What follows belongs to an exercise in optimizing a design on an open flow for small area, a short achievable clock period and few clock cycles; a production flow would make more cautious choices.
Where RTL was checked, it was by simulation tests only, not by an equivalence proof against the original.
No activity file was given, so power comes from the tool's default toggle rates.

Design pred_eval_top, start of the top module:
module pred_eval_top (
    input  wire         clk,
    input  wire         rst,
    input  wire [47:0]  pred_config,
    input  wire         pred_valid,
    output wire         pred_ready,
    input  wire [511:0] value_data,
    input  wire         value_valid,
    input  wire         value_last,
    input  wire         value_drop,
    output wire         value_ready,
    output wire [511:0] output_data,
    output wire         output_valid,
    output wire         output_last,
    output wire         output_drop,
    input  wire         output_ready
);
clock: 7.0 ns
lec_check: 0
cap_margin: 20
core_area: 5 5 375 375
die_area: 0 0 380 380
setup_slack_margin: 2.0
slew_margin: 20
standard.sh (not shown) runs the stock make flow with config.mk's settings and CLKGATE_MAP_FILE= SYNTH_SCRIPT=/design/flow/synth_recipe.tcl, a recipe that flattens the netlist after the stock synthesis.
==> flow/flow/run.sh <==
#!/bin/bash
# Standard ORFS layout, except that the port buffers are the smallest
# plain buffer (repair_design still upsizes any that need it).
set -euo pipefail
bash standard.sh BUFFER_PORTS_ARGS="-buffer_cell sky130_fd_sc_hd__buf_1" finish > standard.log 2>&1
The baseline completed with no timing, DRC or antenna violations.
Then changed:
==> flow/flow/run.sh (replaced) <==
#!/bin/bash
# Standard ORFS layout, except that the port buffers are the smallest
# plain buffer (repair_design still upsizes any that need it) and pins may
# sit on adjacent routing tracks, so the die need not be pin-limited.
set -euo pipefail
bash standard.sh \
  BUFFER_PORTS_ARGS="-buffer_cell sky130_fd_sc_hd__buf_1" \
  PLACE_PINS_ARGS="-min_distance 1 -min_distance_in_tracks" \
  finish > standard.log 2>&1
--- a/flow/config.mk
+++ b/flow/config.mk
@@ -8,4 +8,4 @@
 export CAP_MARGIN = 20
-export CORE_AREA = 5 5 375 375
-export DIE_AREA = 0 0 380 380
+export CORE_AREA = 5 5 175 175
+export DIE_AREA = 0 0 180 180
 export SETUP_SLACK_MARGIN = 2.0
What happened:
- global-route usage rose by 23 points
- worst setup slack improved by 0.54 ns
- routed wire length fell by 51%
- core utilization rose by 34 points
- sequential share of layout area rose by 2.3 points
- hold slack got worse by 0.023 ns
- die area fell by 78%
- combinational power fell by 19%
- clock skew fell by 0.0097 ns
Then changed:
--- a/flow/config.mk
+++ b/flow/config.mk
@@ -10,3 +10,3 @@
 export DIE_AREA = 0 0 180 180
-export SETUP_SLACK_MARGIN = 2.0
+export SETUP_SLACK_MARGIN = 4.0
 export SLEW_MARGIN = 20
Result: The new run never finished: it broke off in global routing with GRT-0232; area after synthesis is unchanged; synthesized cell count does not change.
Then changed:
--- a/flow/config.mk
+++ b/flow/config.mk
@@ -10,3 +10,3 @@
 export DIE_AREA = 0 0 180 180
-export SETUP_SLACK_MARGIN = 4.0
+export SETUP_SLACK_MARGIN = 3.0
 export SLEW_MARGIN = 20
Now the flow completed without violations.
Synthesized area does not change.
Synthesized cell count does not change.
Function was not checked in any run of this note: the RTL went through the layout flow alone.

* * *

Another version of the RTL of pred_eval_top (not shown whole).
For scale: ~1,500 cells after synthesis, roughly 1,100 I/O pins, roughly 11,000 µm² of cells after synthesis.
## pred_eval_top
module pred_eval_top (
    input  wire         clk,
    input  wire         rst,
    input  wire [47:0]  pred_config,
    input  wire         pred_valid,
    output wire         pred_ready,
    input  wire [511:0] value_data,
    input  wire         value_valid,
    input  wire         value_last,
    input  wire         value_drop,
    output wire         value_ready,
    output wire [511:0] output_data,
    output wire         output_valid,
    output wire         output_last,
    output wire         output_drop,
    input  wire         output_ready
);
    nukv_Predicate_Eval pred_eval (
        .clk(clk),
        .rst(rst),
        .pred_config(pred_config),
        .pred_valid(pred_valid),
        .pred_ready(pred_ready),
        .value_data(value_data),
        .value_valid(value_valid),
        .value_last(value_last),
        .value_drop(value_drop),
        .value_ready(value_ready),
        .output_data(output_data),
        .output_valid(output_valid),
        .output_last(output_last),
  ...
Settings: LEC_CHECK=0, CAP_MARGIN=20, CORE_AREA=5 5 175 175, DIE_AREA=0 0 180 180, SETUP_SLACK_MARGIN=3.4, SLEW_MARGIN=20; clock period 7.0 ns.
==> flow/flow/run.sh <==
#!/bin/bash
# Standard ORFS layout, except that the port buffers are the smallest
# plain buffer (repair_design still upsizes any that need it) and pins may
# sit on adjacent routing tracks, so the die need not be pin-limited. The
# clock pin is placed first, with no other pin near it (flow/io.tcl).
set -euo pipefail
bash standard.sh \
  BUFFER_PORTS_ARGS="-buffer_cell sky130_fd_sc_hd__buf_1" \
  PLACE_PINS_ARGS="-min_distance 1 -min_distance_in_tracks -exclude left:84-96" \
  IO_CONSTRAINTS="$PWD/flow/io.tcl" \
  finish > standard.log 2>&1
==> flow/flow/io.tcl <==
# The clock port, whose net the clock tree routes with wider spacing, sits
# alone mid-way up the left edge; place_pins keeps the other pins away from
# that stretch of the edge.
place_pin -pin_name clk -layer met3 -location {0.4 90.1} -pin_size {0.8 0.3} -force_to_die_boundary
Testbench counts at the start, summed over its fixed seeds: cycles 28,135.
Next try:
CTS_BUF_LIST = sky130_fd_sc_hd__clkbuf_8   (was not set)
SETUP_SLACK_MARGIN = 3.55   (was 3.4)
Outcome: The new run produced a clean layout; synthesized area does not change; maximum frequency increases by a few percent; via count is about the same; non-clock buffer count decreases by 4; combinational power decreases slightly; first-iteration DRC count decreases by about a fifth.
Next try:
CTS_BUF_LIST = not set   (was sky130_fd_sc_hd__clkbuf_8)
SETUP_SLACK_MARGIN = 3.7   (was 3.55)
Flip-flop and latch count does not change.
First-iteration DRC count went up by roughly a tenth.
Core utilization went up by 1.3 points.
Combinational power went up by a few percent.
Power went up by a few percent.
Fmax went up slightly.
Routed wire length went up slightly.
Sequential share of layout area went down by 0.26 points.

* * *

Setup of wip/indigo:
The RTL this note starts from:
==> flow/design.v <==
module kvs_LatchedRelay #(
    parameter WIDTH = 16
    )
    (
    input  wire             clk,
    input  wire             rst,
    input  wire             in_valid,
    output wire             in_ready,
    input  wire [WIDTH-1:0] in_data,
    output wire             out_valid,
    input  wire             out_ready,
    output wire [WIDTH-1:0] out_data
);
    reg inReady;
    reg [WIDTH-1:0] bufData;
    reg bufValid;
    reg useInputLine;
    wire outValid;
    assign in_ready = inReady;
    assign out_data = (useInputLine==1'b1) ? in_data : bufData;
    assign outValid = (useInputLine==1'b1) ? in_valid : bufValid;
    assign out_valid = outValid;
    always @(posedge clk) begin
        if (rst==1'b1) begin
            inReady <= 1'b0;
            bufValid <= 1'b0;
            useInputLine <= 1'b0;
        end else begin
            inReady <= out_ready | ~outValid;
            useInputLine <= out_ready;
            if ((out_ready==1'b0 && inReady==1'b1) || bufValid==1'b0) begin
                bufData <= in_data;
                bufValid <= in_valid;
                if (in_valid==1'b0) begin
                    useInputLine <= 1'b1;
                end
            end
        end
    end
endmodule
module nukv_Predicate_Eval (
    input  wire         clk,
    input  wire         rst,
    input  wire [47:0]  pred_config,
    input  wire         pred_valid,
    output wire         pred_ready,
    input  wire [511:0] value_data,
    input  wire         value_valid,
    input  wire         value_last,
    input  wire         value_drop,
    output wire         value_ready,
    output wire [511:0] output_data,
    output wire         output_valid,
    output wire         output_last,
    output wire         output_drop,
    input  wire         output_ready
);
    wire [11:0] find_offset = pred_config[11:0];
    wire [3:0]  find_function = pred_config[15:12];
    wire [31:0] find_value  = pred_config[47:16];
    reg         fresh;       
    reg  [5:0]  find_word;   
    reg         off_lo_nz;   
    reg  [7:0]  sh_a;        
    reg  [7:0]  sh_b;        
    reg  [5:0]  word_idx;    
    reg         consumed;    
    reg         cmp_valid;   
    reg  [3:0]  byte_gt;     
    reg  [3:0]  byte_lt;     
    reg         fail_gt;     
    reg         fail_lt;     
    reg         fail_eq;     
    wire [1023:0] ext0 = {512'd0, value_data};
    wire [87:0]   ext1;
    wire [31:0]   field;
    genvar k;
    generate
        for (k = 0; k < 11; k = k + 1) begin : g_a
            assign ext1[k*8 +: 8] = sel8(sh_a,
                ext0[(k+0)*8 +: 8],  ext0[(k+8)*8 +: 8],  ext0[(k+16)*8 +: 8], ext0[(k+24)*8 +: 8],
                ext0[(k+32)*8 +: 8], ext0[(k+40)*8 +: 8], ext0[(k+48)*8 +: 8], ext0[(k+56)*8 +: 8]);
        end
        for (k = 0; k < 4; k = k + 1) begin : g_b
            assign field[k*8 +: 8] = sel8(sh_b,
                ext1[(k+0)*8 +: 8], ext1[(k+1)*8 +: 8], ext1[(k+2)*8 +: 8], ext1[(k+3)*8 +: 8],
                ext1[(k+4)*8 +: 8], ext1[(k+5)*8 +: 8], ext1[(k+6)*8 +: 8], ext1[(k+7)*8 +: 8]);
        end
    endgenerate
    function [7:0] sel8;
        input [7:0] oh;
        input [7:0] d0, d1, d2, d3, d4, d5, d6, d7;
        sel8 = ({8{oh[0]}} & d0) | ({8{oh[1]}} & d1) | ({8{oh[2]}} & d2) | ({8{oh[3]}} & d3) |
               ({8{oh[4]}} & d4) | ({8{oh[5]}} & d5) | ({8{oh[6]}} & d6) | ({8{oh[7]}} & d7);
    endfunction
    function [7:0] onehot3;
        input [2:0] v;
        onehot3 = 8'd1 << v;
    endfunction
    function [1:0] cmp8;     
        input [7:0] a, b;
        reg [7:0] g0, l0;
        reg [3:0] g1, l1;
        reg [1:0] g2, l2;
        integer i;
        begin
            g0 = a & ~b;
            l0 = ~a & b;
            for (i = 0; i < 4; i = i + 1) begin
                g1[i] = g0[2*i+1] | (~l0[2*i+1] & g0[2*i]);
                l1[i] = l0[2*i+1] | (~g0[2*i+1] & l0[2*i]);
            end
            for (i = 0; i < 2; i = i + 1) begin
                g2[i] = g1[2*i+1] | (~l1[2*i+1] & g1[2*i]);
                l2[i] = l1[2*i+1] | (~g1[2*i+1] & l1[2*i]);
            end
            cmp8 = {g2[1] | (~l2[1] & g2[0]), l2[1] | (~g2[1] & l2[0])};
        end
    endfunction
    wire [3:0] field_gt, field_lt;
    generate
        for (k = 0; k < 4; k = k + 1) begin : g_cmp
            assign {field_gt[k], field_lt[k]} = cmp8(field[k*8 +: 8], find_value[k*8 +: 8]);
        end
    endgenerate
    wire res_gt = byte_gt[3] | (~byte_lt[3] & (byte_gt[2] | (~byte_lt[2] &
                  (byte_gt[1] | (~byte_lt[1] & byte_gt[0])))));
    wire res_lt = byte_lt[3] | (~byte_gt[3] & (byte_lt[2] | (~byte_gt[2] &
                  (byte_lt[1] | (~byte_gt[1] & byte_lt[0])))));
    wire fail   = cmp_valid & (res_gt ? fail_gt : res_lt ? fail_lt : fail_eq);
    wire off_zero = (find_word == 6'd0) & ~off_lo_nz;
    wire armed = ~consumed & fresh & (find_word == word_idx) & ~off_zero;   
    wire stall = ~consumed & (~fresh | (armed & value_last));
    wire go    = output_ready & ~stall & ~rst;
    wire take  = value_valid & go;           
    wire done  = take & value_last;          
    wire cmp   = ~rst & value_valid & armed & (value_last | output_ready);
    wire free  = take & ~consumed & ~armed & (off_zero | value_last);
    assign value_ready  = go;
    assign pred_ready   = cmp | free;
    assign output_valid = take;
    assign output_data  = value_data;
    assign output_last  = value_last;
    assign output_drop  = value_last & (value_drop | fail);
    always @(posedge clk) begin
        fresh     <= ~rst & pred_valid & ~pred_ready;
        find_word <= find_offset[11:6];
        off_lo_nz <= (find_offset[5:0] != 6'd0);
        sh_a      <= onehot3(find_offset[5:3]);
        sh_b      <= onehot3(find_offset[2:0]);
    end
    always @(posedge clk) begin
        if (rst) begin
            word_idx <= 6'd0;
            consumed <= 1'b0;
        end else begin
            if (take)
                word_idx <= value_last ? 6'd0 : word_idx + 6'd1;
            if (done)
                consumed <= 1'b0;
            else if (cmp | free)
                consumed <= 1'b1;
        end
    end
    always @(posedge clk) begin
        if (rst)
            cmp_valid <= 1'b0;
        else if (cmp)
            cmp_valid <= 1'b1;
        else if (done)
            cmp_valid <= 1'b0;
        if (cmp) begin
            byte_gt <= field_gt;
            byte_lt <= field_lt;
            fail_gt <= (find_function == 4'd0) | (find_function == 4'd1);
            fail_lt <= (find_function == 4'd0) | (find_function == 4'd2);
            fail_eq <= (find_function == 4'd3);
        end
    end
endmodule
module pred_eval_top (
    input  wire         clk,
    input  wire         rst,
    input  wire [47:0]  pred_config,
    input  wire         pred_valid,
    output wire         pred_ready,
    input  wire [511:0] value_data,
    input  wire         value_valid,
    input  wire         value_last,
    input  wire         value_drop,
    output wire         value_ready,
    output wire [511:0] output_data,
    output wire         output_valid,
    output wire         output_last,
    output wire         output_drop,
    input  wire         output_ready
);
    nukv_Predicate_Eval pred_eval (
        .clk(clk),
        .rst(rst),
        .pred_config(pred_config),
        .pred_valid(pred_valid),
        .pred_ready(pred_ready),
        .value_data(value_data),
        .value_valid(value_valid),
        .value_last(value_last),
        .value_drop(value_drop),
        .value_ready(value_ready),
        .output_data(output_data),
        .output_valid(output_valid),
        .output_last(output_last),
        .output_drop(output_drop),
        .output_ready(output_ready)
    );
endmodule
export LEC_CHECK = 0
export CAP_MARGIN = 20
export CORE_AREA = 5 5 175 175
export DIE_AREA = 0 0 180 180
export SETUP_SLACK_MARGIN = 4.0
export SLEW_MARGIN = 20
create_clock -name core_clock -period 7.0 [get_ports {clk}]
==> flow/flow/run.sh <==
#!/bin/bash
# Standard ORFS layout, except that the port buffers are the smallest
# plain buffer (repair_design still upsizes any that need it) and pins may
# sit on adjacent routing tracks, so the die need not be pin-limited.
set -euo pipefail
bash standard.sh \
  BUFFER_PORTS_ARGS="-buffer_cell sky130_fd_sc_hd__buf_1" \
  PLACE_PINS_ARGS="-min_distance 1 -min_distance_in_tracks" \
  finish > standard.log 2>&1
wip/indigo did not run to completion, as it errored out during global routing.
Testbench counts of wip/indigo, summed over its fixed seeds: cycles 28,135.
Relative to wip/indigo, the following input files were edited for wip/garnet:
- SETUP_SLACK_MARGIN now 3.0, was 4.0
### Flow results
- Looking at the logs for wip/indigo and wip/garnet, the single run that did not finish was wip/indigo.
- wip/indigo -> wip/garnet: proportion of synthesized area in mux cells delta 0, exact match
- Row count: wip/garnet vs wip/indigo identical
- In terms of number of sinks on the clock net, wip/indigo and wip/garnet differ only marginally.
- wip/garnet ends up with a routability-driven placement congestion ratio that is 1.6% lower than in wip/indigo.
- Sort wip/indigo and wip/garnet by number of setup buffers added after CTS, descending, and wip/indigo comes first.
- Comparing total of cells resized after clock tree synthesis for wip/indigo and wip/garnet, the bigger number came from wip/indigo.
- When wip/garnet is measured against wip/indigo, its HPWL after detailed placement turns out about 8% lower.
- As far as starting density of the core goes, wip/garnet and wip/indigo are indistinguishable; the numbers are identical.
Changes in wip/delta relative to wip/garnet:
- SETUP_SLACK_MARGIN: 3.0 -> 3.4
## What came out
- Compared to wip/garnet, wip/delta has transition time at the pin with the least slew margin 0.10 ns lower.
- On first-pass GRT wire length, wip/delta does worse than wip/garnet.
- wip/delta does better than wip/garnet on worst slack after detailed placement.
- Re final cycle utilization of the critical path: wip/delta and wip/garnet aren't equal, and the higher value belongs to wip/garnet.
- Diff wip/delta..wip/garnet | number of clock buffers in the layout | unchanged
- Comparing wip/delta and wip/garnet, final worst setup slack is lower on wip/garnet.
- Total power of wip/delta is lower than that of wip/garnet.
- Summary — number of non-clock buffers, wip/delta relative to wip/garnet: higher, by 1.5%.
- The run showing the smaller multi-input combinational cell area is wip/garnet.
- Relative to wip/garnet, number of antenna diodes has gone up in wip/delta.

* * *

== P ==
RTL: one of the versions met above, not the one the previous note started from.
Size: about 1,500 cells after synthesis, about 48 flip-flops, ~0.011 mm² of cells after synthesis.
export LEC_CHECK = 0
export CAP_MARGIN = 20
export CORE_AREA = 5 5 175 175
export DIE_AREA = 0 0 180 180
export SETUP_SLACK_MARGIN = 3.55
export SLEW_MARGIN = 20
create_clock -name core_clock -period 7.0 [get_ports {clk}]
==> flow/flow/run.sh <==
#!/bin/bash
# Standard ORFS layout, except that the port buffers are the smallest
# plain buffer (repair_design still upsizes any that need it) and pins may
# sit on adjacent routing tracks, so the die need not be pin-limited. The
# clock pin is placed first, with no other pin near it (flow/io.tcl).
set -euo pipefail
bash standard.sh \
  BUFFER_PORTS_ARGS="-buffer_cell sky130_fd_sc_hd__buf_1" \
  PLACE_PINS_ARGS="-min_distance 1 -min_distance_in_tracks -exclude left:84-96" \
  IO_CONSTRAINTS="$PWD/flow/io.tcl" \
  finish > standard.log 2>&1
Scripts as last shown in full above: flow/flow/io.tcl
Testbench counts of P, summed over its fixed seeds: cycles 28,135.
Input-level comparison between Q and P:
- DIE_AREA now 0 0 200 200, was 0 0 180 180
- SETUP_SLACK_MARGIN now 3.7, was 3.55
- CORE_AREA now 5 5 195 195, was 5 5 175 175
## What came out
Q: clock period minus final worst setup slack is 0.0043 ns higher than what P reported. Against P, Q comes in 4.5 points higher on area added between synthesis and finish. Taking P as the reference point, the clock group share of total power of Q falls by 1.3 points. Of Q and P, Q shows the lower met1 usage, with P above it. Q and P ended up with roughly the same number of clock buffers inserted by TritonCTS.
Changes in R relative to Q:
- changing DIE_AREA from 0 0 200 200 to 0 0 190 190
- changing CORE_AREA from 5 5 195 195 to 5 5 185 185
## What came out
R: detailed placement HPWL higher than Q
Going from Q to R, met3 wire length rose by about 14%; count of flip-flops and latches stayed essentially flat; combinational power rose by about 0.7%.
Row count went down by a few percent going from Q to R.
| combinational group share of total power | R vs Q | 0.5 points lower |

## separate check: timing with driven ports
The flow's constraints put no driver on any port. The routed layouts listed below were extracted and timed again, unchanged, in two steps. Step 1, drivers: a clkbuf_16 drives clk and a buf_2 each remaining input, both assumed. Step 2 also shifts input and output timing later by t, the mid clock arrival at the registers, as if the neighbouring blocks saw the same clock. Three values: no drivers, after step 1, after step 2; two values: the first two.
run	shift t [ns]	setup slack, ns	worst hold slack (ns)	worst register clock-pin slew, ns	worst slew at a driven data input, ns
the first run of note 1	0.413	2.385 / 2.385 / 2.074	0.489 / 0.489 / 0.489	0.07 / 0.07	0.50
the second run of note 1	0.362	2.920 / 2.896 / 2.878	0.466 / 0.466 / 0.466	0.06 / 0.06	0.21
the fourth run of note 1	0.362	3.162 / 3.137 / 2.872	0.467 / 0.467 / 0.467	0.06 / 0.06	0.20
the first run of note 2	0.330	3.414 / 3.368 / 3.200	0.464 / 0.464 / 0.464	0.07 / 0.07	0.16
the second run of note 2	0.332	3.494 / 3.467 / 3.243	0.476 / 0.476 / 0.476	0.10 / 0.10	0.17
the third run of note 2	0.322	3.519 / 3.480 / 3.405	0.473 / 0.473 / 0.473	0.07 / 0.07	0.19
wip/garnet	0.305	3.110 / 3.084 / 2.961	0.455 / 0.455 / 0.455	0.06 / 0.06	0.13
wip/delta	0.309	3.272 / 3.203 / 3.042	0.464 / 0.464 / 0.464	0.06 / 0.06	0.15
P	0.321	3.538 / 3.485 / 3.228	0.469 / 0.469 / 0.469	0.07 / 0.07	0.15
Q	0.321	3.533 / 3.473 / 3.380	0.466 / 0.466 / 0.466	0.06 / 0.06	0.22
R	0.330	3.521 / 3.471 / 3.405	0.467 / 0.467 / 0.467	0.07 / 0.07	0.17
After both steps every run listed still meets setup and hold. The setup slack of the first run of note 1, which loses most, moves by 0.000 ns with the drivers and by -0.311 ns with both steps.
